What follows belongs to an exercise in optimizing a design on an open flow for small area and a short achievable clock period; a production flow would make more cautious choices. Only simulation tests tie the RTL to the original design; equivalence was not proved. No activity file was given, so power comes from the tool's default toggle rates.

==> flow/design.v, too long to show whole: its modules and the start of the top module <==
// module booth_tree33: 1621 lines
// module fp_pipeline: 374 lines
module fp_pipeline(
    input                   clk,
    input                   reset,
    input                   in_valid,
    input [5:0]             in_op,
    input [63:0]            in_a,
    input [63:0]            in_b,
    output logic            out_valid,
    output logic [63:0]     out_result);
  // ...
==> flow/flow/run.sh <==
#!/bin/bash
set -e
export SETUP_SLACK_MARGIN=6
bash standard.sh > standard.log 2>&1
==> flow/standard.sh <==
#!/bin/bash
# synth_recipe.tcl (not shown) runs the flow's synth.tcl, then flattens the netlist and writes it again
# the make line also repeats each setting of config.mk as NAME=value (left out here)
make -C /OpenROAD-flow-scripts/flow DESIGN_CONFIG=/design/flow/config.mk WORK_HOME=/design/flow/orfs CLKGATE_MAP_FILE= SYNTH_SCRIPT=/design/flow/synth_recipe.tcl "${@:-finish}"
==> flow/config.mk <==
export PLATFORM = sky130hd
export DESIGN_NAME = fp_pipeline
export DESIGN_NICKNAME = fp_pipeline
export VERILOG_FILES = /design/flow/design.v
export SDC_FILE = /design/flow/constraint.sdc
export NUM_CORES = 4
export LEC_CHECK = 0
export ABC_AREA = 1
export CAP_MARGIN = 20
export CORE_MARGIN = 2
export CORE_UTILIZATION = 45
export PLACE_DENSITY = 0.6
export SLEW_MARGIN = 20
==> flow/constraint.sdc <==
create_clock -name core_clock -period 10.0 [get_ports {clk}]
set_input_delay 2.0000 -clock core_clock [delete_from_list [all_inputs] [get_ports {clk}]]
set_output_delay 2.0000 -clock core_clock [all_outputs]
set_load 0.01 [all_outputs]
==> summary.md, run 1 <==
| Metric | Value |
|---|---|
| Ys flop type | dfxtp_1 |
| Layout cell share with drive strength beyond 1 | 0.0828 |
| GR Util All Layers | 0.380 |
| Area of the multi-input gates | around 70000 sq um |
| Status | no timing/DRC/antenna violations |
| Setup bufs post-CTS | 30 |
| RSZ-0062 raised after global routing | true |
| Sequential cell area share | 0.201 |
| Met3 GRT Util | 0.166 |
| Rows | approximately 170 |
| Cts hold-fix bufs | 0 |
| WL met2 | 175000 um |
| CTS Buffer Depth | 3 |
| FF-to-FF path depth | 9 |
| Critical Path Start Type | flip-flop |
| Most frequent cells in the layout | nand2_1 (1902), inv_1 (1630), xor2_1 (1326) |
| Max-slew headroom | 0.0864 |
| Pwr dens | 417 nW/um^2 |
| Total leakage power | roughly 52 nW |
| Die ar. | about 230000 sq um |
| Multiplexer area fraction after synthesis | 0.00268 |
| Largest area contributor in the netlist | dfxtp_1 |
| Dominant class by area | multi-input combinational cells |
| Clock Root Buffer | clkbuf_16 |
| Storage element area | roughly 23000 sq um |
| Mean post-synth cell area | around 8 sq um |
| Initial antenna violation count | 42 |
| Crit path from | lane_gen[0].r1_a[11] |
| Top post-synthesis cells by area | dfxtp_1 (22%), fa_1 (18%), xor2_1 (12%) |
| Fin. max-slew vios | 0 |
| Post-CTS sizing | 170 |
| Clock group | between 5 and 6 mW |
| Sequential share of the synthesized area | 0.224 |
| CTS sink count | around 1100 |
| Cell count after synthesis | about 13000 |
| Post-synthesis net count | 14400 |
| CLK BUF | 176 |
| Design area | 113000 sq um |
==> module fp_pipeline, before the edit <==
module fp_pipeline(
    input                   clk,
    input                   reset,
    input                   in_valid,
    input [5:0]             in_op,
    input [63:0]            in_a,
    input [63:0]            in_b,
    output logic            out_valid,
    output logic [63:0]     out_result);
    localparam logic[5:0] OP_ADD_F = 6'b100000;
    localparam logic[5:0] OP_SUB_F = 6'b100001;
    localparam logic[5:0] OP_MUL_F = 6'b100010;
    localparam logic[5:0] OP_ITOF = 6'b101010;
    localparam logic[5:0] OP_FTOI = 6'b011011;
    localparam logic[5:0] OP_CMPGT_F = 6'b101100;
    localparam logic[5:0] OP_CMPLT_F = 6'b101110;
    localparam logic[5:0] OP_CMPGE_F = 6'b101101;
    localparam logic[5:0] OP_CMPLE_F = 6'b101111;
    localparam logic[5:0] OP_CMPEQ_F = 6'b110000;
    localparam logic[5:0] OP_CMPNE_F = 6'b110001;
    localparam logic[5:0] OP_MULL_I = 6'b000111;
    localparam logic[5:0] OP_MULH_U = 6'b001000;
    localparam logic[5:0] OP_MULH_I = 6'b011111;
    function automatic logic[5:0] clz32(input logic[31:0] v);
        logic[1:0] c2[16];
        logic z2a[16];
        logic[2:0] c4[8];
        logic z4[8];
        logic[3:0] c8[4];
        logic z8[4];
        logic[4:0] c16[2];
        logic z16[2];
        for (int i = 0; i < 16; i++)
        begin
            z2a[i] = !v[2 * i + 1] && !v[2 * i];
            c2[i] = {1'b0, !v[2 * i + 1]};
        end
        for (int i = 0; i < 8; i++)
        begin
            z4[i] = z2a[2 * i + 1] && z2a[2 * i];
            c4[i] = z2a[2 * i + 1] ? {1'b1, c2[2 * i][0]} : {1'b0, c2[2 * i + 1][0]};
        end
        for (int i = 0; i < 4; i++)
        begin
            z8[i] = z4[2 * i + 1] && z4[2 * i];
            c8[i] = z4[2 * i + 1] ? {1'b1, c4[2 * i][1:0]} : {1'b0, c4[2 * i + 1][1:0]};
        end
        for (int i = 0; i < 2; i++)
        begin
            z16[i] = z8[2 * i + 1] && z8[2 * i];
            c16[i] = z8[2 * i + 1] ? {2'b01, c8[2 * i][2:0]} : {2'b00, c8[2 * i + 1][2:0]};
        end
        if (z16[1] && z16[0])
            clz32 = 6'd32;
        else if (z16[1])
            clz32 = {2'b01, c16[0][3:0]};
        else
            clz32 = {2'b00, c16[1][3:0]};
    endfunction
    logic s0_itof, s0_ftoi, s0_imul, s0_mulhs;
    assign s0_itof = in_op == OP_ITOF;
    assign s0_ftoi = in_op == OP_FTOI;
    assign s0_imul = in_op == OP_MULL_I || in_op == OP_MULH_U || in_op == OP_MULH_I;
    assign s0_mulhs = in_op == OP_MULH_I;
    logic r1_valid, r2_valid, r3_valid;
    logic r1_add, r1_fmul, r1_itof, r1_ftoi, r1_cmp;
    logic r1_cmpgt, r1_cmplt, r1_cmpge, r1_cmple, r1_cmpeq, r1_cmpne;
    logic r1_mull, r1_mulh, r1_addres;
    logic r2_fmul, r2_ftoi, r2_cmp, r2_mull, r2_mulh, r2_addres;
    logic r3_fmul, r3_ftoi, r3_cmp, r3_mull, r3_mulh, r3_addres;
    always_ff @(posedge clk)
    begin
        r1_add <= in_op == OP_ADD_F;
        r1_fmul <= in_op == OP_MUL_F;
        r1_itof <= s0_itof;
        r1_ftoi <= s0_ftoi;
        r1_mull <= in_op == OP_MULL_I;
        r1_mulh <= in_op == OP_MULH_U || in_op == OP_MULH_I;
        r1_addres <= in_op == OP_ADD_F || in_op == OP_SUB_F || in_op == OP_ITOF;
        r1_cmpgt <= in_op == OP_CMPGT_F;
        r1_cmplt <= in_op == OP_CMPLT_F;
        r1_cmpge <= in_op == OP_CMPGE_F;
        r1_cmple <= in_op == OP_CMPLE_F;
        r1_cmpeq <= in_op == OP_CMPEQ_F;
        r1_cmpne <= in_op == OP_CMPNE_F;
        r1_cmp <= in_op == OP_CMPGT_F || in_op == OP_CMPLT_F || in_op == OP_CMPGE_F
            || in_op == OP_CMPLE_F || in_op == OP_CMPEQ_F || in_op == OP_CMPNE_F;
        r2_fmul <= r1_fmul;
        r2_ftoi <= r1_ftoi;
        r2_cmp <= r1_cmp;
        r2_mull <= r1_mull;
        r2_mulh <= r1_mulh;
        r2_addres <= r1_addres;
        r3_fmul <= r2_fmul;
        r3_ftoi <= r2_ftoi;
        r3_cmp <= r2_cmp;
        r3_mull <= r2_mull;
        r3_mulh <= r2_mulh;
        r3_addres <= r2_addres;
    end
    always_ff @(posedge clk, posedge reset)
    begin
        if (reset)
        begin
            r1_valid <= 1'b0;
            r2_valid <= 1'b0;
            r3_valid <= 1'b0;
            out_valid <= 1'b0;
        end
        else
        begin
            r1_valid <= in_valid;
            r2_valid <= r1_valid;
            r3_valid <= r2_valid;
            out_valid <= r3_valid;
        end
    end
    genvar lane;
    generate
        for (lane = 0; lane < 2; lane++)
        begin : lane_gen
            logic[31:0] a, b;
            logic[7:0] ea, eb;
            logic[8:0] dab, dba;
            logic[32:0] mx, my;
            logic[34:0] ye;
            logic[16:0] bneg, bone, btwo;
            assign a = in_a[lane * 32+:32];
            assign b = in_b[lane * 32+:32];
            assign ea = a[30:23];
            assign eb = b[30:23];
            assign dab = {1'b0, ea} - {1'b0, eb};
            assign dba = {1'b0, eb} - {1'b0, ea};
            assign mx = s0_imul ? {s0_mulhs && a[31], a} : {9'd0, ea != 0, a[22:0]};
            assign my = s0_imul ? {s0_mulhs && b[31], b} : {9'd0, eb != 0, b[22:0]};
            assign ye = {my[32], my, 1'b0};
            for (genvar i = 0; i < 17; i++)
            begin : booth_gen
                assign bneg[i] = ye[2 * i + 2];
                assign bone[i] = ye[2 * i + 1] ^ ye[2 * i];
                assign btwo[i] = (ye[2 * i + 2] && !ye[2 * i + 1] && !ye[2 * i])
                    || (!ye[2 * i + 2] && ye[2 * i + 1] && ye[2 * i]);
            end
            logic[31:0] r1_a, r1_b;
            logic r1_swap;
            logic[7:0] r1_diff;
            logic[9:0] r1_mxh;
            logic[16:0] r1_bneg, r1_bone, r1_btwo;
            always_ff @(posedge clk)
            begin
                r1_a <= a;
                r1_b <= b;
                r1_swap <= !(s0_itof || s0_ftoi) && a[30:0] < b[30:0];
                r1_diff <= dab[8] ? dba[7:0] : dab[7:0];
                r1_mxh <= mx[32:23];
                r1_bneg <= bneg;
                r1_bone <= bone;
                r1_btwo <= btwo;
            end
            logic[31:0] l, s;
            logic[7:0] el, es;
            logic hid_l, hid_s;
            logic l_inf, l_nan, s_inf, s_nan;
            logic sub;
            logic ls;
            logic res_sign;
            logic[7:0] add_exp;
            logic[5:0] ftoi_rshift;
            logic[5:0] shamt;
            logic[23:0] le;
            logic[31:0] se;
            logic[31:0] aligned;
            logic guard, round;
            logic[24:0] sticky_bits;
            logic[9:0] mexp_full;
            logic munder, mcarry;
            logic nan, inf, equal, cmp_res;
            logic[63:0] ms, mc, mt, mu;
            assign l = r1_swap ? r1_b : r1_a;
            assign s = r1_swap ? r1_a : r1_b;
            assign el = l[30:23];
            assign es = s[30:23];
            assign hid_l = el != 0;
            assign hid_s = es != 0;
            assign l_inf = el == 8'hff && l[22:0] == 0;
            assign l_nan = el == 8'hff && l[22:0] != 0;
            assign s_inf = es == 8'hff && s[22:0] == 0;
            assign s_nan = es == 8'hff && s[22:0] != 0;
            assign sub = !r1_add;
            assign ls = (r1_itof || r1_ftoi) ? s[31] : l[31] ^ s[31] ^ sub;
            assign res_sign = r1_itof ? s[31] : (r1_swap ? l[31] ^ sub : l[31]);
            assign add_exp = r1_itof ? 8'd150 : el;
            always_comb
            begin
                if (es < 8'd118)
                    ftoi_rshift = 6'd32;
                else if (es < 8'd150)
                    ftoi_rshift = 6'(8'd150 - es);
                else
                    ftoi_rshift = 6'd0;
                if (r1_itof)
                    shamt = 6'd0;
                else if (r1_ftoi)
                    shamt = ftoi_rshift;
                else
                    shamt = r1_diff < 8'd27 ? 6'(r1_diff) : 6'd27;
            end
            assign le = (r1_itof || r1_ftoi) ? 24'd0 : {hid_l, l[22:0]};
            assign se = r1_itof ? s : {8'd0, hid_s, s[22:0]};
            assign {aligned, guard, round, sticky_bits} = {se, 27'd0} >> shamt;
            assign mexp_full = {2'd0, el} + {2'd0, es} - 10'd127;
            assign munder = mexp_full[9];
            assign mcarry = mexp_full[8];
            always_comb
            begin
                if (r1_itof)
                    nan = 1'b0;
                else if (r1_fmul)
                    nan = l_nan || s_nan || (l_inf && s == 0) || (s_inf && l == 0);
                else if (r1_ftoi)
                    nan = s_nan || s_inf || es >= 8'd159;
                else if (r1_cmp)
                    nan = l_nan || s_nan;
                else
                    nan = l_nan || s_nan || (l_inf && s_inf && ls);
            end
            assign inf = !r1_itof && !nan && (l_inf || s_inf || (r1_fmul && mcarry && !munder));
            assign equal = (l_inf && s_inf && l[31] == s[31])
                || (!l_inf && !s_inf && r1_a == r1_b);
            assign cmp_res = (r1_cmpgt && !res_sign && !equal && !nan)
                || (r1_cmpge && (!res_sign || equal) && !nan)
                || (r1_cmplt && res_sign && !equal && !nan)
                || (r1_cmple && (res_sign || equal) && !nan)
                || (r1_cmpeq && equal && !nan)
                || (r1_cmpne && (!equal || nan));
            booth_tree33 mul(
                .x({r1_mxh, r1_a[22:0]}),
                .bneg(r1_bneg),
                .bone(r1_bone),
                .btwo(r1_btwo),
                .s(ms),
                .c(mc),
                .t(mt),
                .u(mu));
            logic[63:0] r2_ms, r2_mc, r2_mt, r2_mu;
            logic[31:0] r2_aligned;
            logic[23:0] r2_le;
            logic r2_guard, r2_rs;
            logic[7:0] r2_exp;
            logic r2_sign, r2_ls, r2_nan, r2_inf, r2_under;
            always_ff @(posedge clk)
            begin
                r2_ms <= ms;
                r2_mc <= mc;
                r2_mt <= mt;
                r2_mu <= mu;
                r2_aligned <= aligned;
                r2_le <= le;
                r2_guard <= guard;
                r2_rs <= round || |sticky_bits;
                r2_exp <= r1_fmul ? mexp_full[7:0] : (r1_ftoi ? (es >= 8'd150 ? es - 8'd150 : 8'd0) : add_exp);
                r2_sign <= r1_fmul ? l[31] ^ s[31] : res_sign;
                r2_ls <= r1_cmp ? cmp_res : ls;
                r2_nan <= nan;
                r2_inf <= inf;
                r2_under <= munder;
            end
            logic[63:0] p;
            logic do_round, carry_in;
            logic[31:0] sum;
            logic sum_unused;
            logic[21:0] zlow;
            logic[63:0] qs, qc, ps, pc;
            assign qs = r2_ms ^ r2_mc ^ r2_mt;
            assign qc = {(r2_ms[62:0] & r2_mc[62:0]) | (r2_ms[62:0] & r2_mt[62:0]) | (r2_mc[62:0] & r2_mt[62:0]), 1'b0};
            assign ps = qs ^ qc ^ r2_mu;
            assign pc = {(qs[62:0] & qc[62:0]) | (qs[62:0] & r2_mu[62:0]) | (qc[62:0] & r2_mu[62:0]), 1'b0};
            assign p = ps + pc;
            assign do_round = r2_guard && (r2_rs || (r2_le[0] ^ r2_aligned[0]));
            assign carry_in = r2_ls ^ (do_round && !r2_ftoi);
            assign {sum, sum_unused} = {8'd0, r2_le, 1'b1} + {r2_aligned ^ {32{r2_ls}}, carry_in};
            assign zlow[0] = !(ps[0] ^ pc[0]);
            for (genvar k = 1; k < 22; k++)
            begin : zlow_gen
                assign zlow[k] = (ps[k] ^ pc[k]) == (ps[k - 1] | pc[k - 1]);
            end
            logic[5:0] lz;
            assign lz = clz32(sum);
            logic[63:0] r3_p;
            logic[5:0] r3_nshift;
            logic[7:0] r3_exp;
            logic r3_subn;
            logic r3_sign, r3_ls, r3_nan, r3_inf, r3_under, r3_z21, r3_z22;
            always_ff @(posedge clk)
            begin
                r3_p <= {p[63:32], (r2_fmul || r2_mull || r2_mulh) ? p[31:0] : sum};
                r3_nshift <= r2_ftoi ? r2_exp[5:0] : lz;
                r3_exp <= r2_exp;
                r3_subn <= r2_exp == 0 || lz[5];
                r3_sign <= r2_sign;
                r3_ls <= r2_ls;
                r3_nan <= r2_nan;
                r3_inf <= r2_inf;
                r3_under <= r2_under;
                r3_z21 <= &zlow[20:0];
                r3_z22 <= &zlow[21:0];
            end
            logic mnorm;
            logic[22:0] msig, msig_r, msig_inc0, msig_inc1;
            logic mguard, mround, msticky, mdo_round, mhidden, movf;
            logic[21:0] msticky_bits;
            logic[7:0] mexp;
            logic[31:0] fmul_res;
            logic[31:0] asum;
            logic[31:0] shifted;
            logic[7:0] rexp;
            logic subn, around;
            logic[22:0] rsig;
            logic[31:0] add_res;
            logic[31:0] result;
            assign mnorm = !r3_p[47];
            assign {msig, mguard, mround, msticky_bits} = mnorm ? {r3_p[45:0], 1'b0} : r3_p[46:0];
            assign msticky = mnorm ? !r3_z21 : !r3_z22;
            assign mdo_round = mguard && (mround || msticky || msig[0]);
            assign msig_inc0 = r3_p[45:23] + 23'd1;
            assign msig_inc1 = r3_p[46:24] + 23'd1;
            assign msig_r = mdo_round ? (mnorm ? msig_inc0 : msig_inc1) : msig;
            assign mhidden = mnorm ? r3_p[46] : 1'b1;
            assign movf = mdo_round && (mnorm ? &r3_p[45:23] : &r3_p[46:24]);
            always_comb
            begin
                if (!mhidden)
                    mexp = 8'd0;
                else if (mnorm && !movf)
                    mexp = r3_exp;
                else
                    mexp = r3_exp + 8'd1;
                if (r3_under)
                    fmul_res = 32'd0;
                else if (r3_inf)
                    fmul_res = {r3_sign, 8'hff, 23'd0};
                else if (r3_nan)
                    fmul_res = 32'h7fffffff;
                else
                    fmul_res = {r3_sign, mexp, msig_r};
            end
            assign asum = r3_p[31:0];
            assign shifted = asum << r3_nshift;
            assign subn = r3_subn;
            assign around = shifted[7] && shifted[8] && !r3_ls;
            assign rsig = subn ? asum[22:0] : shifted[30:8] + 23'(around);
            assign rexp = subn ? 8'd0 : r3_exp - {2'd0, r3_nshift} + 8'd8;
            always_comb
            begin
                if (r3_inf || (rexp == 8'hff && !r3_nan))
                    add_res = {r3_sign, 8'hff, 23'd0};
                else if (r3_nan)
                    add_res = 32'h7fffffff;
                else if (rsig == 0 && subn)
                    add_res = 32'd0;
                else
                    add_res = {r3_sign, rexp, rsig};
            end
            assign result = ({32{r3_ftoi}} & (r3_nan ? 32'h80000000 : shifted))
                | ({32{r3_cmp}} & {31'd0, r3_ls})
                | ({32{r3_mull}} & r3_p[31:0])
                | ({32{r3_mulh}} & r3_p[63:32])
                | ({32{r3_fmul}} & fmul_res)
                | ({32{r3_addres}} & add_res);
            always_ff @(posedge clk)
                out_result[lane * 32+:32] <= result;
        end
    endgenerate
endmodule
==> inputs of run 2 (changes only) <==
--- a/flow/design.v
+++ b/flow/design.v
@@ -2279,5 +2279,5 @@
                 else if (r3_nan)
                     add_res = 32'h7fffffff;
-                else if (rsig == 0 && subn)
+                else if (subn && asum[22:0] == 0)
                     add_res = 32'd0;
                 else
==> flow/flow/run.sh (replaced) <==
#!/bin/bash
set -e
export SETUP_SLACK_MARGIN=6
export BUFFER_PORTS_ARGS="-buffer_cell sky130_fd_sc_hd__buf_2"
bash standard.sh > standard.log 2>&1
==> run 2 against run 1 <==
Against the previous run:
- first-iteration DRC count increased by 11%
- design area decreased by 2.0%
- final cell count decreased by 0.33%
- sequential share of layout area increased by 0.40 points
- area after synthesis about the same
- routed wire length increased by 0.32%
- clock power increased by 0.7%
- register-to-register slack got worse by 0.03 ns
- flip-flop and latch count unchanged
- core utilization decreased by 1.1 points
- highest routed layer unchanged
==> summary.md, run 2 <==
| Metric | Value |
|---|---|
| Detail Route Antenna Nets | 0 (unchanged) |
| Rows | 174 (unchanged) |
| # nets final | 14300 (was 14400) |
| DRT Pass-1 Iters | 10 (was 9) |
| Total gr overflow | 0 (unchanged) |
| Yosys top cell area share | 0.223 (about the same) |
| Hold Crit Class | reg -> reg (unchanged) |
| Via count | 97700 (was 96400) |
| GR Util All Layers | 0.380 (about the same) |
| Crit end category | flip-flop (unchanged) |
| Top flop regs | lane_gen.r2_ms: 128 flops, lane_gen.r3_p: 128 flops, lane_gen.r2_mc: 126 flops (unchanged) |
| Layout cell share with drive strength beyond 1 | 0.0798 (was 0.0828) |
| Mapped Area | 101000 sq um (about the same) |
| Critical Path Start Type | flip-flop (unchanged) |
| Most common cell after layout, fill and taps aside | nand2_1 (unchanged) |
| Final setup viols | 0 (unchanged) |
| Count leader, synth | nand2_1 (unchanged) |
| Clock Skew | 0.0465 ns (was 0.0486 ns) |
| WP data required | 10.66 ns (was 10.71 ns) |
| Most frequent cells in the layout | nand2_1 (1873), inv_1 (1660), xor2_1 (1328) (was nand2_1 (1902), inv_1 (1630), xor2_1 (1326)) |
| Post-synth EDFFs | 0 (unchanged) |
| Die Width | 479 um (was 478 um) |
| Final setup margin | 5.98 ns (was 6.01 ns) |
| IO Port Bufs | 201 (unchanged) |
| First-pass GRT wire length | 644000 um (about the same) |
| Placed Area | 105000 sq um (was 106000 sq um) |
| Iter 0 DRT Violations | 13600 (was 12200) |
| RSZ-0062 raised after global routing | true (unchanged) |
| Max Clk Rate | 249 MHz (was 251 MHz) |
| Area Overhead vs Synth | 9.23% (was 11.6%) |
| Worst-path clk slew | 0.07 ns (was 0.06 ns) |
| Pwr dens | 409 nW/um^2 (was 417 nW/um^2) |
| Die ar. | 229000 sq um (about the same) |
| Initial antenna violation count | 41 (was 42) |
| Setup WS pre-CTS | 5.19 ns (was 4.75 ns) |
| Starting Density | 0.452 (about the same) |
| Yosys reg bits | 1134 (unchanged) |
| WL per Instance | 28.4 um (was 28.2 um) |
| CTS sink count | 1134 (unchanged) |
| Crit Path Class | reg -> reg (unchanged) |
| Sequential share of the synthesized area | 0.224 (about the same) |
| Vias per cell | 6.14 (was 6.05) |
| Crit path max fanout | 20 (was 32) |
| Vias in the first global route | 94700 (was 94600) |
| Worst IR Drop VDD | 424 uV (was 725 uV) |
| Largest net degree at the start of global routing | 96 (was 108) |
| Core area | 224000 sq um (about the same) |
| Post-synth cell types | 77 (was 81) |
| Final setup TNS | 0 ns (unchanged) |
| IO Count | 202 (unchanged) |
| Yosys warns | 17 (unchanged) |
| H-tree depth | 4 (unchanged) |
| Cell count after synthesis | 12900 (about the same) |
| Post-synth top cells | nand2_1 (1877), inv_1 (1702), xor2_1 (1337) (was nand2_1 (1923), inv_1 (1669), xor2_1 (1337)) |
| Ys flop type | dfxtp_1 (unchanged) |
| Max-cap viol count | 0 (unchanged) |
| Fin. max-slew vios | 0 (unchanged) |
| Max-slew headroom | 0.115 (was 0.0864) |
| Clock Root Buffer | clkbuf_16 (unchanged) |
| Total leakage power | 51.3 nW (was 51.7 nW) |
| Min Tclk post-route | 4.02 ns (was 3.99 ns) |
| Worst skew pair latency | 0.84 ns (was 0.87 ns) |
| CTS Buf Count | 138 (was 139) |
| Fill cells | 21900 (was 21700) |
| Period utilization | 0.402 (was 0.399) |
| Wirelength, routed | 451000 um (was 449000 um) |
| Mean post-synth cell area | 7.84 sq um (was 7.86 sq um) |
| Largest area contributor in the netlist | dfxtp_1 (unchanged) |
| DRC | 0 (unchanged) |
| Worst slew pin tran | 1.31 ns (was 1.37 ns) |
| RePlAce Congestion | 1.09 (was 1.03) |
| Asr flop ratio synth | 0.00353 (unchanged) |
| Final hold vios | 0 (unchanged) |
| Slack of the worst reg-to-reg path | 5.98 ns (was 6.01 ns) |
| Die Ht | 479 um (was 478 um) |
| Top post-synthesis cells by area | dfxtp_1 (22%), fa_1 (18%), xor2_1 (12%) (unchanged) |
| Worst endpoint data arrival time | 4.68 ns (was 4.70 ns) |
| Status | no timing/DRC/antenna violations (unchanged) |
| Design area | 111000 sq um (was 113000 sq um) |
| Hpwl dp | 333000 um (was 338000 um) |
| CTS tree | done (unchanged) |
| CTS Buffer Depth | 3 (unchanged) |
| Post-synthesis net count | 14500 (was 14400) |
[run 2: changes by cell type after synthesis, sizes merged, moves of 10 or more]
cell / before / now
o211ai: 33 / 87
o221ai: 13 / 23
nand2: 1948 / 1895
inv: 1719 / 1739
or2: 55 / 79
a31oi: 84 / 73
nor4: 38 / 55
xnor2: 91 / 101
o21ai: 651 / 764
a21oi: 425 / 464
nand3: 831 / 693
nor2: 806 / 784
[run 2: per-stage QoR]
| step | util | power (mW) | std cells | hold WS, ns |
|---|---|---|---|---|
| detailed placement | 0.467 | 37.6 | 15600 | 0.322 |
| CTS | 0.490 | 43.4 | 15900 | 0.334 |
| finish | 0.493 | 45.3 | 15900 | 0.333 |
| global placement | 0.467 | 37.4 | 15600 | 0.313 |
| floorplan | - | 26.0 | 12900 | 0.310 |
| global route | 0.493 | 48.2 | 15900 | 0.341 |
[run 2: routing by layer]
layer	wire (um)	global-route usage	vias to the layer above
li1	-	-	42100
met1	184000	0.516	46700
met2	169000	0.498	7300
met3	72700	0.189	1573
met4	24900	0.171	32
met5	283	0.00518	-
[run 2: final cells by class]
cell class              instances  area (sq um)  share of cell area
repair buffers                460          3070              0.0277
repair inverters                1          7.51           0.0000678
flip-flops and latches       1134         22800               0.205
inverters                    1771          6710              0.0605
multi-input cells            9270         69600               0.628
clock inverters                63           997             0.00900
diodes                         17          42.5            0.000384
well taps                    2992          3740              0.0338
clock buffers                 188          3880              0.0351
[run 2: repair_timing]
item / in CTS / in global routing
hold buffers: 0 / 0
pin swaps: 4 / 15
buffers inserted: 11 / 20
resized for setup: 42 / 150
endpoints found under the setup margin: 162 / 232
gates cloned: 0 / 2
[run 2: final timing paths]
path | to | cells after the start | startpoint
setup reg to reg | lane_gen[0].r2_mu[29] | 9 | lane_gen[0].r1_bone[5]
setup / recovery | lane_gen[0].r2_mu[29] | 9 | lane_gen[0].r1_bone[5]
max in group asynchronous | r3_valid | 2 | reset
hold / removal | lane_gen[0].r3_nan | 0 | lane_gen[0].r2_nan
min in group asynchronous | r1_valid | 2 | reset
hold reg to reg | lane_gen[0].r3_nan | 0 | lane_gen[0].r2_nan
[run 2: cells by family after synthesis]
| logic type | count (synthesis) | synth area share |
|---|---|---|
| adder cells (fa/ha/maj) | 1404 | 0.242 |
| AND/OR/NAND/NOR | 3747 | 0.157 |
| XOR/XNOR | 1438 | 0.124 |
| buffers and inverters | 2528 | 0.0960 |
| multiplexers | 20 | 0.00205 |
| AO/OA/AOI/OAI | 2661 | 0.154 |
| flip-flops | 1134 | 0.224 |
[run 2: worst max-delay path: stages, from the launching register on]
cell        delay, ns
dfxtp_1          0.56
clkinvlp_4       0.35
buf_4            0.32
o22ai_1          0.21
xor2_1           0.12
fa_1             0.60
fa_1             0.45
fa_1             0.63
inv_1            0.09
fa_1             0.51
[run 2: power by group]
part	internal, mW	leakage (nW)	total [mW]	switching (mW)
sequential	5.94	9.47	6.94	0.992
clock	3.18	2.37	5.43	2.25
combinational	10.7	39.5	32.9	22.2
total	19.9	51.3	45.3	25.4
==> inputs of run 3 (changes only) <==
--- a/flow/config.mk
+++ b/flow/config.mk
@@ -10,4 +10,6 @@
 export CORE_MARGIN = 2
 export CORE_UTILIZATION = 45
+export CTS_CLUSTER_DIAMETER = 150
+export CTS_CLUSTER_SIZE = 18
 export PLACE_DENSITY = 0.6
 export SLEW_MARGIN = 20
==> run 3 against run 2 <==
Against the previous run:
- register-to-register slack improved by 0.04 ns
- final cell count decreased by 0.97%
- via count decreased by 0.68%
- core utilization decreased by 1.2 points
- hold slack got worse by 0.0032 ns
- clock skew increased by 0.023 ns
- clock power decreased by 41%
- routed wire length decreased by 0.26%
- maximum frequency increased by 0.95%
- critical path depth unchanged
- non-clock buffer count increased by 5
- total power decreased by 5.0%
==> summary.md, run 3 <==
| Metric | Value |
|---|---|
| Status | no timing/DRC/antenna violations (unchanged) |
| IO Count | 202 (unchanged) |
| Slack of the worst reg-to-reg path | 6.02 ns (was 5.98 ns) |
| Largest net degree at the start of global routing | 96 (unchanged) |
| Hold path start | lane_gen[0].r2_nan (unchanged) |
| Rows | 174 (unchanged) |
| Post-synthesis net count | 14500 (unchanged) |
| Worst R2R Start | lane_gen[0].r1_a[14] (was lane_gen[0].r1_bone[5]) |
| Clock Skew | 0.0697 ns (was 0.0465 ns) |
| Area Overhead vs Synth | 6.51% (was 9.23%) |
| Die ar. | 229000 sq um (unchanged) |
| Sequential share of the synthesized area | 0.224 (unchanged) |
| Fin. max-slew vios | 0 (unchanged) |
| Period utilization | 0.398 (was 0.402) |
| Vias per cell | 6.16 (was 6.14) |
| Post-synth top cells | nand2_1 (1877), inv_1 (1702), xor2_1 (1337) (unchanged) |
| Crit Path Class | reg -> reg (unchanged) |
| Placed Area | 105000 sq um (unchanged) |
| Setup WS pre-CTS | 5.19 ns (unchanged) |
| Count leader, synth | nand2_1 (unchanged) |
| Yosys warns | 17 (unchanged) |
| Final hold vios | 0 (unchanged) |
| Worst Hold Endpoint | lane_gen[0].r3_nan (unchanged) |
| Total leakage power | 49.9 nW (was 51.3 nW) |
| CTS sink count | 1134 (unchanged) |
| DRC | 0 (unchanged) |
| Crit path from | lane_gen[0].r1_a[14] (was lane_gen[0].r1_bone[5]) |
| IO Port Bufs | 201 (unchanged) |
| Internal power | 18.1 mW (was 19.9 mW) |
| Iter 0 DRT Violations | 13300 (was 13600) |
| Die Width | 479 um (unchanged) |
| Yosys reg bits | 1134 (unchanged) |
| Critical Path Start Type | flip-flop (unchanged) |
| Crit path max fanout | 24 (was 20) |
| Highest Signal Layer | met5 (unchanged) |
| Clock Root Buffer | clkbuf_16 (unchanged) |
| DRT Pass-1 Iters | 9 (was 10) |
| Reg power frac | 0.161 (was 0.153) |
| Switching power share of the total | 0.578 (was 0.561) |
| WL met2 | 169000 um (about the same) |
| Gate power share | 0.765 (was 0.727) |
| H-tree depth | 3 (was 4) |
| CP max stage cell | fa_1 (unchanged) |
| Fill cells | 22200 (was 21900) |
| Max-cap viol count | 0 (unchanged) |
| Detail Route Antenna Nets | 0 (unchanged) |
| Worst IR Drop VDD | 425 uV (was 424 uV) |
| Total gr overflow | 0 (unchanged) |
| Worst endpoint data arrival time | 4.59 ns (was 4.68 ns) |
| CP most frequent cell | fa_1 (unchanged) |
| First-pass GRT wire length | 642000 um (was 644000 um) |
| Storage element area | 22800 sq um (about the same) |
| Tot Pwr | 43.0 mW (was 45.3 mW) |
| Worst slew pin tran | 1.29 ns (was 1.31 ns) |
| Cell count after synthesis | 12900 (unchanged) |
| Layout cell share with drive strength beyond 1 | 0.0709 (was 0.0798) |
| Pwr dens | 399 nW/um^2 (was 409 nW/um^2) |
| GR Util All Layers | 0.379 (was 0.380) |
| RePlAce Congestion | 1.09 (unchanged) |
| Switch Pwr | 24.9 mW (was 25.4 mW) |
| Clk pwr share | 0.074 (was 0.120) |
| Core area | 224000 sq um (unchanged) |
| # nets final | 14300 (about the same) |
| Crit path cell chain | inv_2 -> buf_4 -> o22ai_1 -> xor2_1 -> fa_1 -> fa_1 -> fa_1 -> inv_1 -> fa_1 (was clkinvlp_4 -> buf_4 -> o22ai_1 -> xor2_1 -> fa_1 -> fa_1 -> fa_1 -> inv_1 -> fa_1) |
| Cts hold-fix bufs | 0 (unchanged) |
| WL per Instance | 28.6 um (was 28.4 um) |
| Top post-synthesis cells by area | dfxtp_1 (22%), fa_1 (18%), xor2_1 (12%) (unchanged) |
| Mean post-synth cell area | 7.84 sq um (unchanged) |
| Vias in the first global route | 94100 (was 94700) |
| Ys flop type | dfxtp_1 (unchanged) |
| Most common cell after layout, fill and taps aside | nand2_1 (unchanged) |
| Yosys top cell area share | 0.223 (unchanged) |
| Worst-path clk slew | 0.09 ns (was 0.07 ns) |
| CTS tree | done (unchanged) |
| Starting Density | 0.452 (unchanged) |
| Hold Crit Class | reg -> reg (unchanged) |
| Die Ht | 479 um (unchanged) |
| Max Clk Rate | 251 MHz (was 249 MHz) |
| Top flop regs | lane_gen.r2_ms: 128 flops, lane_gen.r3_p: 128 flops, lane_gen.r2_mc: 126 flops (unchanged) |
| Final setup viols | 0 (unchanged) |
| Wirelength, routed | 450000 um (was 451000 um) |
| Post-synth EDFFs | 0 (unchanged) |
| Largest area contributor in the netlist | dfxtp_1 (unchanged) |
| Detail Route met3 WL | 72900 um (was 72700 um) |
| Max-slew headroom | 0.139 (was 0.115) |
| Final setup margin | 6.02 ns (was 5.98 ns) |
| Mapped Area | 101000 sq um (unchanged) |
| CP peak stage delay | 0.61 ns (was 0.63 ns) |
| Final setup TNS | 0 ns (unchanged) |
| RSZ-0062 raised after global routing | true (unchanged) |
| FF-to-FF path depth | 9 (unchanged) |
| Hold depth | 0 (unchanged) |
| R2r endpoint | lane_gen[0].r2_ms[30] (was lane_gen[0].r2_mu[29]) |
| Via count | 97000 (was 97700) |
| Worst skew pair latency | 0.79 ns (was 0.84 ns) |
| Crit end category | flip-flop (unchanged) |
| Min Tclk post-route | 3.98 ns (was 4.02 ns) |
| Design area | 108000 sq um (was 111000 sq um) |
| Initial antenna violation count | 37 (was 41) |
| Most frequent cells in the layout | nand2_1 (1872), inv_1 (1660), xor2_1 (1328) (was nand2_1 (1873), inv_1 (1660), xor2_1 (1328)) |
| WP data required | 10.60 ns (was 10.66 ns) |
| Asr flop ratio synth | 0.00353 (unchanged) |
| CTS Buf Count | 74 (was 138) |
| Met1 WL | 183000 um (was 184000 um) |
| CTS Buffer Depth | 3 (unchanged) |
| Hpwl dp | 333000 um (unchanged) |
| Post-synth cell types | 77 (unchanged) |
| Area of the multi-input gates | 69600 sq um (about the same) |
-- run 3: power groups by stage --
stage | logic (mW) | clock network, mW | registers, mW
floorplan | 19.5 | 0 | 6.57
global placement | 30.4 | 0 | 6.98
detailed placement | 30.6 | 0 | 7.02
CTS | 31.0 | 3.24 | 6.90
global route | 35.5 | 3.38 | 7.02
finish | 32.9 | 3.19 | 6.92
-- run 3: routing by layer --
layer,global-route usage,vias up
li1,-,41900
met1,0.511,46400
met2,0.499,7094
met3,0.191,1542
met4,0.166,28
met5,0.00331,-
-- run 3: cells by family (layout without fill, tap and decap cells) --
logic type               count (synthesis)  in the layout  share of synthesized area
AND/OR/NAND/NOR                       3747           3747                      0.157
AO/OA/AOI/OAI                         2661           2661                      0.154
buffers and inverters                 2528           2327                     0.0960
XOR/XNOR                              1438           1438                      0.124
adder cells (fa/ha/maj)               1404           1404                      0.242
flip-flops                            1134           1134                      0.224
multiplexers                            20             20                    0.00205
other                                    0             19                          0
-- run 3: area by class of cell --
| type | count | area share |
|---|---|---|
| diodes | 19 | 0.000440 |
| clock buffers | 81 | 0.0180 |
| clock inverters | 9 | 0.00123 |
| inverters | 1771 | 0.0621 |
| multi-input cells | 9270 | 0.644 |
| flip-flops and latches | 1134 | 0.211 |
| well taps | 2992 | 0.0347 |
| repair buffers | 465 | 0.0288 |
| repair inverters | 1 | 0.0000695 |
-- run 3: worst max-delay path, delay by kind of cell (launching register included) --
kind	cells	cell delay (ns)
buffers and inverters	3	0.90
adder cells (fa/ha/maj)	4	2.20
flip-flops	1	0.32
AO/OA/AOI/OAI	1	0.18
XOR/XNOR	1	0.20
-- run 3: what timing repair did --
item | CTS | global route
endpoints found under the setup margin | 179 | 180
setup buffers | 16 | 18
gates resized for setup | 43 | 151
cloned | 0 | 2
pin swaps | 5 | 13
-- run 3: worst max-delay path by stage --
| stage | end | cells after the start |
|---|---|---|
| finish | lane_gen[0].r2_ms[30] | 9 |
| global route | lane_gen[1].r2_rs | 21 |
| CTS | lane_gen[1].r2_rs | 23 |
| detailed placement | lane_gen[0].r1_btwo[11] | 13 |
| global placement | lane_gen[0].r1_btwo[11] | 13 |
| floorplan | lane_gen[0].r1_diff[7] | 11 |
-- run 3: through the flow --
stage,std cells,hold WS (ns),utilization
6_report,15700,0.330,0.481
5_1_grt,15700,0.326,0.481
4_1_cts,15700,0.321,0.478
3_5_place_dp,15600,0.322,0.467
3_3_place_gp,15600,0.313,0.467
2_1_floorplan,12900,0.310,-
==> inputs of run 4 (changes only) <==
==> flow/flow/run.sh (replaced) <==
#!/bin/bash
set -e
export SETUP_SLACK_MARGIN=6.1
export BUFFER_PORTS_ARGS="-buffer_cell sky130_fd_sc_hd__buf_2"
bash standard.sh > standard.log 2>&1
==> run 4 against run 3 <==
Against the previous run:
- still clean on timing, DRC and antenna
- routed wire length grew 3.2%
- global-route usage grew 1.3 points
- highest routed layer unchanged
- design area grew 0.61%
- area after synthesis is the same
- largest power group unchanged
- die area is the same
==> summary.md, run 4 <==
| Metric | Value |
|---|---|
| Final setup viols | 0 (unchanged) |
| Mapped Area | 101000 sq um (unchanged) |
| Crit end category | flip-flop (unchanged) |
| Most common cell after layout, fill and taps aside | nand2_1 (unchanged) |
| Multiplexer area fraction after synthesis | 0.00205 (unchanged) |
| Yosys reg bits | 1134 (unchanged) |
| Design area | 109000 sq um (was 108000 sq um) |
| Post-synth cell types | 77 (unchanged) |
| Asr flop ratio synth | 0.00353 (unchanged) |
| Iter 0 DRT Violations | 12200 (was 13300) |
| Wirelength, routed | 464000 um (was 450000 um) |
| Rows | 174 (unchanged) |
| First-pass GRT wire length | 658000 um (was 642000 um) |
| IO Port Bufs | 201 (unchanged) |
| Placed Area | 105000 sq um (about the same) |
| Post-synth top cells | nand2_1 (1877), inv_1 (1702), xor2_1 (1337) (unchanged) |
| Area of the multi-input gates | 69900 sq um (was 69600 sq um) |
| Fin. max-slew vios | 0 (unchanged) |
| Largest net degree at the start of global routing | 87 (was 96) |
| Worst skew pair latency | 0.77 ns (was 0.79 ns) |
| H-tree depth | 3 (unchanged) |
| Core area | 224000 sq um (unchanged) |
| Switch Pwr | 25.6 mW (was 24.9 mW) |
| Placed cells | 15600 (about the same) |
| CTS Buffer Depth | 3 (unchanged) |
| Total gr overflow | 0 (unchanged) |
| Most frequent cells in the layout | nand2_1 (1866), inv_1 (1637), xor2_1 (1329) (was nand2_1 (1872), inv_1 (1660), xor2_1 (1328)) |
| Die ar. | 229000 sq um (unchanged) |
| CTS Buf Count | 75 (was 74) |
| Reg power frac | 0.156 (was 0.161) |
| Critical Path Start Type | flip-flop (unchanged) |
| CP most frequent cell | fa_1 (unchanged) |
| Worst IR Drop VDD | 573 uV (was 425 uV) |
| IO Count | 202 (unchanged) |
| Worst endpoint data arrival time | 4.55 ns (was 4.59 ns) |
| Max-cap viol count | 0 (unchanged) |
| Gate power share | 0.771 (was 0.765) |
| Clock Skew | 0.0551 ns (was 0.0697 ns) |
| Storage element area | 22800 sq um (about the same) |
| Yosys warns | 17 (unchanged) |
| Top post-synthesis cells by area | dfxtp_1 (22%), fa_1 (18%), xor2_1 (12%) (unchanged) |
| Area Overhead vs Synth | 7.16% (was 6.51%) |
| Sequential share of the synthesized area | 0.224 (unchanged) |
| Vias in the first global route | 94400 (was 94100) |
| Starting Density | 0.452 (unchanged) |
| Largest area contributor in the netlist | dfxtp_1 (unchanged) |
| RSZ-0062 raised after global routing | true (unchanged) |
| WL per Instance | 29.4 um (was 28.6 um) |
| Fill cells | 22300 (was 22200) |
| Layout cell share with drive strength beyond 1 | 0.0787 (was 0.0709) |
| Status | no timing/DRC/antenna violations (unchanged) |
| CTS sink count | 1134 (unchanged) |
| # nets final | 14300 (about the same) |
| Clk pwr share | 0.072 (was 0.074) |
| DRC | 0 (unchanged) |
| Max-slew headroom | 0.132 (was 0.139) |
| Die Width | 479 um (unchanged) |
| Mean post-synth cell area | 7.84 sq um (unchanged) |
| Period utilization | 0.396 (was 0.398) |
| Crit path max-delay family | adder cells (unchanged) |
| Min Tclk post-route | 3.96 ns (was 3.98 ns) |
| Max Clk Rate | 253 MHz (was 251 MHz) |
| Detail Route Antenna Nets | 0 (unchanged) |
| Crit path cell chain | fa_1 -> fa_1 -> ha_1 -> a21oi_2 -> o221ai_1 -> a221oi_1 -> nand2_1 -> xor2_1 (was inv_2 -> buf_4 -> o22ai_1 -> xor2_1 -> fa_1 -> fa_1 -> fa_1 -> inv_1 -> fa_1) |
| Fin util | 0.484 (was 0.481) |
| Yosys top cell area share | 0.223 (unchanged) |
| Compound-gate portion of the synthesized area | 0.154 (unchanged) |
| CP peak stage delay | 0.86 ns (was 0.61 ns) |
| Largest family of logic cells by synthesized area | adder cells (unchanged) |
| XOR/XNOR share of the synthesized area | 0.124 (unchanged) |
| Buf/Inv on CP | 0 (was 3) |
| GR Util All Layers | 0.392 (was 0.379) |
| Internal power | 18.6 mW (was 18.1 mW) |
| Post-synthesis net count | 14500 (unchanged) |
| DRT Pass-1 Iters | 9 (unchanged) |
| Vias per cell | 6.11 (was 6.16) |
| Hold Crit Class | reg -> reg (unchanged) |
| Post-synth EDFFs | 0 (unchanged) |
| Final non-filler cell total | 15800 (was 15700) |
| Cell count after synthesis | 12900 (unchanged) |
| Initial antenna violation count | 31 (was 37) |
| Ys flop type | dfxtp_1 (unchanged) |
| Final hold vios | 0 (unchanged) |
| Final setup TNS | 0 ns (unchanged) |
| CP max stage cell | a21oi_2 (was fa_1) |
| Die Ht | 479 um (unchanged) |
| Hpwl dp | 347000 um (was 333000 um) |
| Count leader, synth | nand2_1 (unchanged) |
| Worst slew pin tran | 1.30 ns (was 1.29 ns) |
| Total leakage power | 50.1 nW (was 49.9 nW) |
| Simple-gate share of the synthesized area | 0.157 (unchanged) |
| Switching power share of the total | 0.579 (was 0.578) |
| Via count | 96400 (was 97000) |
| CTS tree | done (unchanged) |
| RePlAce Congestion | 1.02 (was 1.09) |
| Crit path max fanout | 4 (was 24) |
| Cts hold-fix bufs | 0 (unchanged) |
| Crit Path Class | reg -> reg (unchanged) |
| Pwr dens | 407 nW/um^2 (was 399 nW/um^2) |
| Clock Root Buffer | clkbuf_16 (unchanged) |
| Top flop regs | lane_gen.r2_ms: 128 flops, lane_gen.r3_p: 128 flops, lane_gen.r2_mc: 126 flops (unchanged) |
| WP data required | 10.60 ns (about the same) |
| Post-Synth Adder-Cell Area | 0.242 (unchanged) |
| Worst-path clk slew | 0.08 ns (was 0.09 ns) |
## run 4: changes by cell type in the layout (fill, tap and decap cells not counted), sizes merged
| cell | before | now |
|---|---|---|
| buf | 463 | 490 |
| bufinv | 1 | 0 |
| clkbuf | 83 | 84 |
| clkinv | 37 | 47 |
| clkinvlp | 9 | 13 |
| inv | 1734 | 1720 |
## run 4: layout make-up
type / count / share of cell area
Multi-Input combinational cell: 9270 / 0.643
Tap cell: 2992 / 0.0344
Antenna cell: 19 / 0.000438
Clock buffer: 82 / 0.0182
Sequential cell: 1134 / 0.210
Timing Repair Buffer: 492 / 0.0315
Clock inverter: 7 / 0.000794
Timing Repair inverter: 2 / 0.000115
Inverter: 1771 / 0.0621
## run 4: power by group through the flow
| stage | Combinational [mW] | Clock [mW] | Sequential (mW) |
|---|---|---|---|
| 4_1_cts | 31.6 | 3.24 | 6.91 |
| 6_report | 34.1 | 3.20 | 6.90 |
| 5_1_grt | 36.8 | 3.38 | 7.01 |
| 3_5_place_dp | 31.0 | 0 | 7.03 |
| 2_1_floorplan | 19.5 | 0 | 6.57 |
| 3_3_place_gp | 30.8 | 0 | 6.99 |
## run 4: final timing paths
kind	from	end	slack, ns	cells after the start
worst max-delay path	lane_gen[0].r2_ms[59]	lane_gen[0].r3_p[62]	6.04	8
worst min-delay path	lane_gen[0].r2_nan	lane_gen[0].r3_nan	0.33	0
worst max register to register	lane_gen[0].r2_ms[59]	lane_gen[0].r3_p[62]	6.04	8
worst min register to register	lane_gen[0].r2_nan	lane_gen[0].r3_nan	0.33	0
max in group asynchronous	reset	r2_valid	8.73	2
min in group asynchronous	reset	r1_valid	1.13	2
## run 4: logic make-up (layout without fill, tap and decap cells)
| kind of cell | after synthesis | in the layout |
|---|---|---|
| other | 0 | 19 |
| and+or+nand+nor | 3747 | 3747 |
| muxes | 20 | 20 |
| adders and majority gates | 1404 | 1404 |
| xor gates and xnor gates | 1438 | 1438 |
| AOI/OAI and AO/OA | 2661 | 2661 |
| DFF | 1134 | 1134 |
| buffers and inverters | 2528 | 2354 |
## run 4: metal layers
metal / global-route usage / routed length (um) / vias up
met5: 0.00829 / 724 / -
met4: 0.181 / 24600 / 28
met3: 0.181 / 69700 / 1289
met2: 0.519 / 177000 / 6458
met1: 0.532 / 192000 / 46700
li1: - / - / 41900
## run 4: timing repair
item | CTS | global route
buffers inserted | 15 | 47
pin swaps | 7 | 34
setup endpoints to repair | 176 | 187
gates cloned | 2 | 2
resized for setup | 94 | 236
## run 4: metrics by stage
stage | hold slack [ns] | total power, mW | setup slack, ns
after floorplan | 0.310 | 26.0 | 6.11
after global placement | 0.313 | 37.8 | 5.30
after detailed placement | 0.313 | 38.0 | 5.28
after CTS | 0.331 | 41.7 | 6.10
after global routing | 0.344 | 47.1 | 5.99
final | 0.331 | 44.2 | 6.04
==> inputs of run 5 (changes only) <==
--- a/flow/design.v
+++ b/flow/design.v
@@ -1980,4 +1980,45 @@
             clz32 = {2'b00, c16[1][3:0]};
     endfunction
+    function automatic logic[32:0] add32c(input logic[31:0] x, input logic[31:0] y, input logic cin);
+        logic[31:0] g, p, gg, pp, c0, c1;
+        g = x & y;
+        p = x ^ y;
+        gg = g;
+        pp = p;
+        for (int l = 0; l < 5; l++)
+            for (int i = 0; i < 32; i++)
+                if (((i >> l) & 1) != 0)
+                begin
+                    gg[i] = gg[i] | (pp[i] & gg[((i >> l) << l) - 1]);
+                    pp[i] = pp[i] & pp[((i >> l) << l) - 1];
+                end
+        c0 = {gg[30:0], 1'b0};
+        c1 = {gg[30:0] | pp[30:0], 1'b1};
+        add32c = cin ? {gg[31] | pp[31], p ^ c1} : {gg[31], p ^ c0};
+    endfunction
+    function automatic logic[63:0] add64(input logic[63:0] x, input logic[63:0] y);
+        logic[63:0] g, p, gg, pp;
+        g = x & y;
+        p = x ^ y;
+        gg = g;
+        pp = p;
+        for (int l = 0; l < 6; l++)
+            for (int i = 0; i < 64; i++)
+                if (((i >> l) & 1) != 0)
+                begin
+                    gg[i] = gg[i] | (pp[i] & gg[((i >> l) << l) - 1]);
+                    pp[i] = pp[i] & pp[((i >> l) << l) - 1];
+                end
+        add64 = p ^ {gg[62:0], 1'b0};
+    endfunction
+    function automatic logic[22:0] inc23(input logic[22:0] x);
+        logic[22:0] pp;
+        pp = x;
+        for (int l = 0; l < 5; l++)
+            for (int i = 0; i < 23; i++)
+                if (((i >> l) & 1) != 0)
+                    pp[i] = pp[i] & pp[((i >> l) << l) - 1];
+        inc23 = x ^ {pp[21:0], 1'b1};
+    endfunction
     logic s0_itof, s0_ftoi, s0_imul, s0_mulhs;
     assign s0_itof = in_op == OP_ITOF;
@@ -2046,6 +2087,4 @@
             logic[8:0] dab, dba;
             logic[32:0] mx, my;
-            logic[34:0] ye;
-            logic[16:0] bneg, bone, btwo;
             assign a = in_a[lane * 32+:32];
             assign b = in_b[lane * 32+:32];
@@ -2054,19 +2093,30 @@
             assign dab = {1'b0, ea} - {1'b0, eb};
             assign dba = {1'b0, eb} - {1'b0, ea};
+            logic[7:0] diff;
+            logic[5:0] ftoi_rshift;
+            logic[5:0] shamt0;
+            assign diff = dab[8] ? dba[7:0] : dab[7:0];
+            always_comb
+            begin
+                if (eb < 8'd118)
+                    ftoi_rshift = 6'd32;
+                else if (eb < 8'd150)
+                    ftoi_rshift = 6'(8'd150 - eb);
+                else
+                    ftoi_rshift = 6'd0;
+                if (s0_itof)
+                    shamt0 = 6'd0;
+                else if (s0_ftoi)
+                    shamt0 = ftoi_rshift;
+                else
+                    shamt0 = diff < 8'd27 ? 6'(diff) : 6'd27;
+            end
             assign mx = s0_imul ? {s0_mulhs && a[31], a} : {9'd0, ea != 0, a[22:0]};
             assign my = s0_imul ? {s0_mulhs && b[31], b} : {9'd0, eb != 0, b[22:0]};
-            assign ye = {my[32], my, 1'b0};
-            for (genvar i = 0; i < 17; i++)
-            begin : booth_gen
-                assign bneg[i] = ye[2 * i + 2];
-                assign bone[i] = ye[2 * i + 1] ^ ye[2 * i];
-                assign btwo[i] = (ye[2 * i + 2] && !ye[2 * i + 1] && !ye[2 * i])
-                    || (!ye[2 * i + 2] && ye[2 * i + 1] && ye[2 * i]);
-            end
             logic[31:0] r1_a, r1_b;
             logic r1_swap;
-            logic[7:0] r1_diff;
-            logic[9:0] r1_mxh;
-            logic[16:0] r1_bneg, r1_bone, r1_btwo;
+            logic[5:0] r1_shamt;
+            logic[9:0] r1_mxh, r1_myh;
+            logic r1_eq;
             always_ff @(posedge clk)
             begin
@@ -2074,9 +2124,8 @@
                 r1_b <= b;
                 r1_swap <= !(s0_itof || s0_ftoi) && a[30:0] < b[30:0];
-                r1_diff <= dab[8] ? dba[7:0] : dab[7:0];
+                r1_shamt <= shamt0;
                 r1_mxh <= mx[32:23];
-                r1_bneg <= bneg;
-                r1_bone <= bone;
-                r1_btwo <= btwo;
+                r1_myh <= my[32:23];
+                r1_eq <= a == b;
             end
             logic[31:0] l, s;
@@ -2088,5 +2137,4 @@
             logic res_sign;
             logic[7:0] add_exp;
-            logic[5:0] ftoi_rshift;
             logic[5:0] shamt;
             logic[23:0] le;
@@ -2094,5 +2142,4 @@
             logic[31:0] aligned;
             logic guard, round;
-            logic[24:0] sticky_bits;
             logic[9:0] mexp_full;
             logic munder, mcarry;
@@ -2113,22 +2160,13 @@
             assign res_sign = r1_itof ? s[31] : (r1_swap ? l[31] ^ sub : l[31]);
             assign add_exp = r1_itof ? 8'd150 : el;
-            always_comb
-            begin
-                if (es < 8'd118)
-                    ftoi_rshift = 6'd32;
-                else if (es < 8'd150)
-                    ftoi_rshift = 6'(8'd150 - es);
-                else
-                    ftoi_rshift = 6'd0;
-                if (r1_itof)
-                    shamt = 6'd0;
-                else if (r1_ftoi)
-                    shamt = ftoi_rshift;
-                else
-                    shamt = r1_diff < 8'd27 ? 6'(r1_diff) : 6'd27;
-            end
+            assign shamt = r1_shamt;
             assign le = (r1_itof || r1_ftoi) ? 24'd0 : {hid_l, l[22:0]};
             assign se = r1_itof ? s : {8'd0, hid_s, s[22:0]};
-            assign {aligned, guard, round, sticky_bits} = {se, 27'd0} >> shamt;
+            logic[31:0] sticky_mask;
+            assign {aligned, guard, round} = {se, 2'd0} >> shamt;
+            for (genvar k = 0; k < 32; k++)
+            begin : sticky_mask_gen
+                assign sticky_mask[k] = shamt >= 6'(k + 3);
+            end
             assign mexp_full = {2'd0, el} + {2'd0, es} - 10'd127;
             assign munder = mexp_full[9];
@@ -2149,5 +2187,5 @@
             assign inf = !r1_itof && !nan && (l_inf || s_inf || (r1_fmul && mcarry && !munder));
             assign equal = (l_inf && s_inf && l[31] == s[31])
-                || (!l_inf && !s_inf && r1_a == r1_b);
+                || (!l_inf && !s_inf && r1_eq);
             assign cmp_res = (r1_cmpgt && !res_sign && !equal && !nan)
                 || (r1_cmpge && (!res_sign || equal) && !nan)
@@ -2156,9 +2194,19 @@
                 || (r1_cmpeq && equal && !nan)
                 || (r1_cmpne && (!equal || nan));
+            logic[34:0] ye;
+            logic[16:0] bneg, bone, btwo;
+            assign ye = {r1_myh[9], r1_myh, r1_b[22:0], 1'b0};
+            for (genvar i = 0; i < 17; i++)
+            begin : booth_gen
+                assign bneg[i] = ye[2 * i + 2];
+                assign bone[i] = ye[2 * i + 1] ^ ye[2 * i];
+                assign btwo[i] = (ye[2 * i + 2] && !ye[2 * i + 1] && !ye[2 * i])
+                    || (!ye[2 * i + 2] && ye[2 * i + 1] && ye[2 * i]);
+            end
             booth_tree33 mul(
                 .x({r1_mxh, r1_a[22:0]}),
-                .bneg(r1_bneg),
-                .bone(r1_bone),
-                .btwo(r1_btwo),
+                .bneg(bneg),
+                .bone(bone),
+                .btwo(btwo),
                 .s(ms),
                 .c(mc),
@@ -2180,5 +2228,5 @@
                 r2_le <= le;
                 r2_guard <= guard;
-                r2_rs <= round || |sticky_bits;
+                r2_rs <= round || |(se & sticky_mask);
                 r2_exp <= r1_fmul ? mexp_full[7:0] : (r1_ftoi ? (es >= 8'd150 ? es - 8'd150 : 8'd0) : add_exp);
                 r2_sign <= r1_fmul ? l[31] ^ s[31] : res_sign;
@@ -2198,8 +2246,8 @@
             assign ps = qs ^ qc ^ r2_mu;
             assign pc = {(qs[62:0] & qc[62:0]) | (qs[62:0] & r2_mu[62:0]) | (qc[62:0] & r2_mu[62:0]), 1'b0};
-            assign p = ps + pc;
+            assign p = add64(ps, pc);
             assign do_round = r2_guard && (r2_rs || (r2_le[0] ^ r2_aligned[0]));
             assign carry_in = r2_ls ^ (do_round && !r2_ftoi);
-            assign {sum, sum_unused} = {8'd0, r2_le, 1'b1} + {r2_aligned ^ {32{r2_ls}}, carry_in};
+            assign {sum_unused, sum} = add32c({8'd0, r2_le}, r2_aligned ^ {32{r2_ls}}, carry_in);
             assign zlow[0] = !(ps[0] ^ pc[0]);
             for (genvar k = 1; k < 22; k++)
@@ -2229,5 +2277,5 @@
             end
             logic mnorm;
-            logic[22:0] msig, msig_r, msig_inc0, msig_inc1;
+            logic[22:0] msig, msig_r;
             logic mguard, mround, msticky, mdo_round, mhidden, movf;
             logic[21:0] msticky_bits;
@@ -2245,7 +2293,5 @@
             assign msticky = mnorm ? !r3_z21 : !r3_z22;
             assign mdo_round = mguard && (mround || msticky || msig[0]);
-            assign msig_inc0 = r3_p[45:23] + 23'd1;
-            assign msig_inc1 = r3_p[46:24] + 23'd1;
-            assign msig_r = mdo_round ? (mnorm ? msig_inc0 : msig_inc1) : msig;
+            assign msig_r = mdo_round ? inc23(msig) : msig;
             assign mhidden = mnorm ? r3_p[46] : 1'b1;
             assign movf = mdo_round && (mnorm ? &r3_p[45:23] : &r3_p[46:24]);
@@ -2271,5 +2317,5 @@
             assign subn = r3_subn;
             assign around = shifted[7] && shifted[8] && !r3_ls;
-            assign rsig = subn ? asum[22:0] : shifted[30:8] + 23'(around);
+            assign rsig = subn ? asum[22:0] : (around ? inc23(shifted[30:8]) : shifted[30:8]);
             assign rexp = subn ? 8'd0 : r3_exp - {2'd0, r3_nshift} + 8'd8;
             always_comb
==> flow/flow/run.sh (replaced) <==
#!/bin/bash
set -e
export SETUP_SLACK_MARGIN=6
bash standard.sh > standard.log 2>&1
--- a/flow/config.mk
+++ b/flow/config.mk
@@ -10,6 +10,4 @@
 export CORE_MARGIN = 2
 export CORE_UTILIZATION = 45
-export CTS_CLUSTER_DIAMETER = 150
-export CTS_CLUSTER_SIZE = 18
 export PLACE_DENSITY = 0.6
 export SLEW_MARGIN = 20
==> run 5 against run 4 <==
Against the previous run:
- area after synthesis is 2.7% lower
- sequential power up 0.7%
- final cell count decreased by 1.2%
- routed wire length decreased by 7.0%
- clock power up 62%
- still clean on timing, DRC and antenna
- hold slack worse by 0.00071 ns
- die area fell by 2.6%
- register-to-register slack lost 0.07 ns
- synthesized cell count is 2.2% lower
- total power is 2.6% lower
- critical path depth rose by 11
- count of clock-buffer cells in the layout up 83
==> summary.md, run 5 <==
| Metric | Value |
|---|---|
| Status | no timing/DRC/antenna violations (unchanged) |
| Layout cell share with drive strength beyond 1 | 0.0843 (was 0.0787) |
| # nets final | 14200 (was 14300) |
| Die Ht | 472 um (was 479 um) |
| Storage element area | 21600 sq um (was 22800 sq um) |
| Vias in the first global route | 92600 (was 94400) |
| Initial antenna violation count | 36 (was 31) |
| CTS tree | done (unchanged) |
| First-pass GRT wire length | 611000 um (was 658000 um) |
| Fin util | 0.516 (was 0.484) |
| Via count | 95100 (was 96400) |
| Count leader, synth | nand2_1 (unchanged) |
| WL per Instance | 27.7 um (was 29.4 um) |
| WP data required | 10.65 ns (was 10.60 ns) |
| Detail Route Antenna Nets | 0 (unchanged) |
| Vias per cell | 6.10 (was 6.11) |
| Yosys reg bits | 1076 (was 1134) |
| Worst Hold Endpoint | lane_gen[0].r3_nan (unchanged) |
| Asr flop ratio synth | 0.00372 (was 0.00353) |
| CTS Buf Count | 132 (was 75) |
| Clock Skew | 0.0447 ns (was 0.0551 ns) |
| GR Util All Layers | 0.368 (was 0.392) |
| Final non-filler cell total | 15600 (was 15800) |
| Worst R2R Start | lane_gen[0].r2_ms[4] (was lane_gen[0].r2_ms[59]) |
| RePlAce Congestion | 0.999 (was 1.02) |
| Final setup viols | 0 (unchanged) |
| IO Count | 202 (unchanged) |
| Worst slew pin tran | 1.27 ns (was 1.30 ns) |
| Slack of the worst reg-to-reg path | 5.97 ns (was 6.04 ns) |
| Period utilization | 0.403 (was 0.396) |
| Min Tclk post-route | 4.03 ns (was 3.96 ns) |
| Rows | 171 (was 174) |
| Worst skew pair latency | 0.84 ns (was 0.77 ns) |
| Iter 0 DRT Violations | 13000 (was 12200) |
| Worst IR Drop VDD | 653 uV (was 573 uV) |
| Yosys top cell area share | 0.217 (was 0.223) |
| Design area | 112000 sq um (was 109000 sq um) |
| Sequential share of the synthesized area | 0.218 (was 0.224) |
| Mapped Area | 98700 sq um (was 101000 sq um) |
| Max-cap viol count | 0 (unchanged) |
| Ys flop type | dfxtp_1 (unchanged) |
| Max-slew headroom | 0.145 (was 0.132) |
| Starting Density | 0.454 (was 0.452) |
| Most common cell after layout, fill and taps aside | nand2_1 (unchanged) |
| CTS Buffer Depth | 3 (unchanged) |
| Crit path max fanout | 6 (was 4) |
| Post-synth EDFFs | 0 (unchanged) |
| CTS sink count | 1076 (was 1134) |
| Largest net degree at the start of global routing | 120 (was 87) |
| DRT Pass-1 Iters | 12 (was 9) |
| Critical Path Start Type | flip-flop (unchanged) |
| Top flop regs | lane_gen.r2_ms: 128 flops, lane_gen.r3_p: 128 flops, lane_gen.r2_mc: 126 flops (unchanged) |
| Area Overhead vs Synth | 13.7% (was 7.16%) |
| Hpwl dp | 302000 um (was 347000 um) |
| Fin. max-slew vios | 0 (unchanged) |
| Hold Crit Class | reg -> reg (unchanged) |
| Worst-path clk slew | 0.06 ns (was 0.08 ns) |
| Die ar. | 223000 sq um (was 229000 sq um) |
| IO Port Bufs | 201 (unchanged) |
| Fill cells | 20600 (was 22300) |
| Most frequent cells in the layout | nand2_1 (2082), inv_1 (1607), xor2_1 (1175) (was nand2_1 (1866), inv_1 (1637), xor2_1 (1329)) |
| Final hold vios | 0 (unchanged) |
| RSZ-0062 raised after global routing | true (unchanged) |
| Placed cells | 15100 (was 15600) |
| Tot Pwr | 43.0 mW (was 44.2 mW) |
| Post-synth cell types | 81 (was 77) |
| Final setup TNS | 0 ns (unchanged) |
| Pwr dens | 383 nW/um^2 (was 407 nW/um^2) |
| Area of the multi-input gates | 69100 sq um (was 69900 sq um) |
| H-tree depth | 4 (was 3) |
| Post-synthesis net count | 14200 (was 14500) |
| Cts hold-fix bufs | 0 (unchanged) |
| DRC | 0 (unchanged) |
| Placed Area | 103000 sq um (was 105000 sq um) |
| Die Width | 472 um (was 479 um) |
| Top post-synthesis cells by area | dfxtp_1 (22%), fa_1 (19%), xor2_1 (11%) (was dfxtp_1 (22%), fa_1 (18%), xor2_1 (12%)) |
| R2r endpoint | lane_gen[0].r3_p[38] (was lane_gen[0].r3_p[62]) |
| Total gr overflow | 0 (unchanged) |
| Yosys warns | 17 (unchanged) |
| Worst endpoint data arrival time | 4.68 ns (was 4.55 ns) |
| Wirelength, routed | 431000 um (was 464000 um) |
| Mean post-synth cell area | 7.80 sq um (was 7.84 sq um) |
| FF-to-FF path depth | 19 (was 8) |
| Largest area contributor in the netlist | dfxtp_1 (unchanged) |
| Hold path start | lane_gen[0].r2_nan (unchanged) |
| Crit end category | flip-flop (unchanged) |
| Clock Root Buffer | clkbuf_16 (unchanged) |
| Hold depth | 0 (unchanged) |
| Total leakage power | 51.9 nW (was 50.1 nW) |
| Crit Path Class | reg -> reg (unchanged) |
| Core area | 218000 sq um (was 224000 sq um) |
| Max Clk Rate | 248 MHz (was 253 MHz) |
| Post-synth top cells | nand2_1 (2144), inv_1 (1648), xor2_1 (1184) (was nand2_1 (1877), inv_1 (1702), xor2_1 (1337)) |
| Cell count after synthesis | 12600 (was 12900) |
## run 5: cell types whose count changed in the layout (fill, tap and decap cells not counted), sizes merged, moves of 42 or more
| cell | before | now |
|---|---|---|
| nand2 | 1895 | 2173 |
| nor2 | 784 | 620 |
| o21ai | 764 | 806 |
| buf | 490 | 366 |
| a21oi | 464 | 401 |
| clkbuf | 84 | 189 |
| xnor2 | 101 | 42 |
| or2 | 79 | 37 |
| dfxtp | 1130 | 1072 |
| clkdlybuf4s50 | 0 | 173 |
| a31oi | 73 | 26 |
| xor2 | 1337 | 1188 |
| inv | 1720 | 1673 |
## run 5: how the worst max path moves through the flow
stage,from,to,cells past startpoint
3_5_place_dp,in_b[57],lane_gen[1].r1_shamt[0],13
6_report,lane_gen[0].r2_ms[4],lane_gen[0].r3_p[38],19
4_1_cts,lane_gen[1].r2_ms[4],lane_gen[1].r3_p[23],25
5_1_grt,lane_gen[1].r2_mt[4],lane_gen[1].r3_p[33],24
2_1_floorplan,in_a[55],lane_gen[1].r1_shamt[0],15
3_3_place_gp,in_b[57],lane_gen[1].r1_shamt[1],13
## run 5: critical path, stage by stage (launching register included)
cell and delay (ns):
dfxtp_2 0.32, fa_1 0.52, inv_1 0.05, fa_1 0.51, ha_1 0.35, nand3_2 0.09, nand2_1 0.08, nand2_2 0.06
nand2_2 0.08, nand2_2 0.06, nand2_2 0.09, a21oi_4 0.07, o21ai_4 0.24, a21o_1 0.24, nand2_2 0.09, nand2_4 0.15
buf_12 0.17, nand3_2 0.07, o211ai_1 0.16, xor2_2 0.45
## run 5: kinds of logic after synthesis
group / count (synthesis) / synth area share
XOR/XNOR: 1230 / 0.109
adder cells (fa/ha/maj): 1422 / 0.251
flip-flops: 1076 / 0.218
multiplexers: 36 / 0.00368
AND/OR/NAND/NOR: 3762 / 0.162
buffers and inverters: 2494 / 0.0975
AO/OA/AOI/OAI: 2628 / 0.158
## run 5: what timing repair did
action,CTS,global route
setup buffers,62,77
endpoints found under the setup margin,358,219
resized for setup,308,371
pin swaps,28,68
cloned,12,26
## run 5: layout make-up
type,instances,share of cell area
inverters,1707,0.0588
diodes,15,0.000335
flip-flops and latches,1076,0.193
multi-input cells,9088,0.616
repair inverters,1,0.0000446
repair buffers,595,0.0584
clock buffers,165,0.0326
clock inverters,77,0.00936
well taps,2854,0.0318
## run 5: power breakdown
group | leakage (nW) | switching, mW | internal, mW
Combinational | 40.6 | 19.6 | 11.3
Sequential | 8.99 | 1.24 | 5.70
Clock | 2.28 | 2.12 | 3.06
## run 5: per-stage QoR
step	worst slack [ns]	hold WS [ns]
global placement	4.86	0.315
floorplan	6.04	0.310
global route	5.90	0.337
CTS	5.96	0.332
finish	5.97	0.330
detailed placement	4.87	0.316
## run 5: routing by layer
metal | global-route usage | routed length, um | vias up
met2 | 0.496 | 164000 | 6718
met5 | 0.00541 | 1030 | -
met1 | 0.501 | 175000 | 45300
met4 | 0.162 | 23800 | 30
li1 | - | - | 41400
met3 | 0.161 | 67800 | 1583

==> afterwards: timing with drivers on the ports <==
In the flow no input, the clock included, has a driving cell. The finished layouts below were timed again as built, in two steps.
Step 1 assumes that a clkbuf_16 drives the clock port and a buf_2 every other input.
Step 2 times the ports against the registers' clock, not the clock port: input delays grow and output delays shrink by t, the midpoint of the rising clock arrivals with the driver on.
a / b / c = ideal ports / drivers / drivers and shift; a / b = the first two.
run	t, ns	setup slack, ns	latest minus earliest clock arrival (ns)	slew at the worst register clock pin (ns)	worst slew at a driven data input, ns
run 1	0.927	6.010 / 6.010 / 5.225	0.048 / 0.049	0.07 / 0.07	0.13
run 2	0.923	5.977 / 5.977 / 5.368	0.053 / 0.053	0.08 / 0.08	0.06
run 3	0.852	6.015 / 6.015 / 5.286	0.084 / 0.085	0.10 / 0.10	0.06
run 4	0.837	6.043 / 6.043 / 5.446	0.063 / 0.062	0.10 / 0.10	0.10
run 5	0.909	5.972 / 5.972 / 5.286	0.045 / 0.045	0.07 / 0.07	0.06
After both steps every run listed still meets setup and hold. For run 1, which loses most, drivers alone change the setup slack by 0.000 ns; drivers and shift together by -0.785 ns.
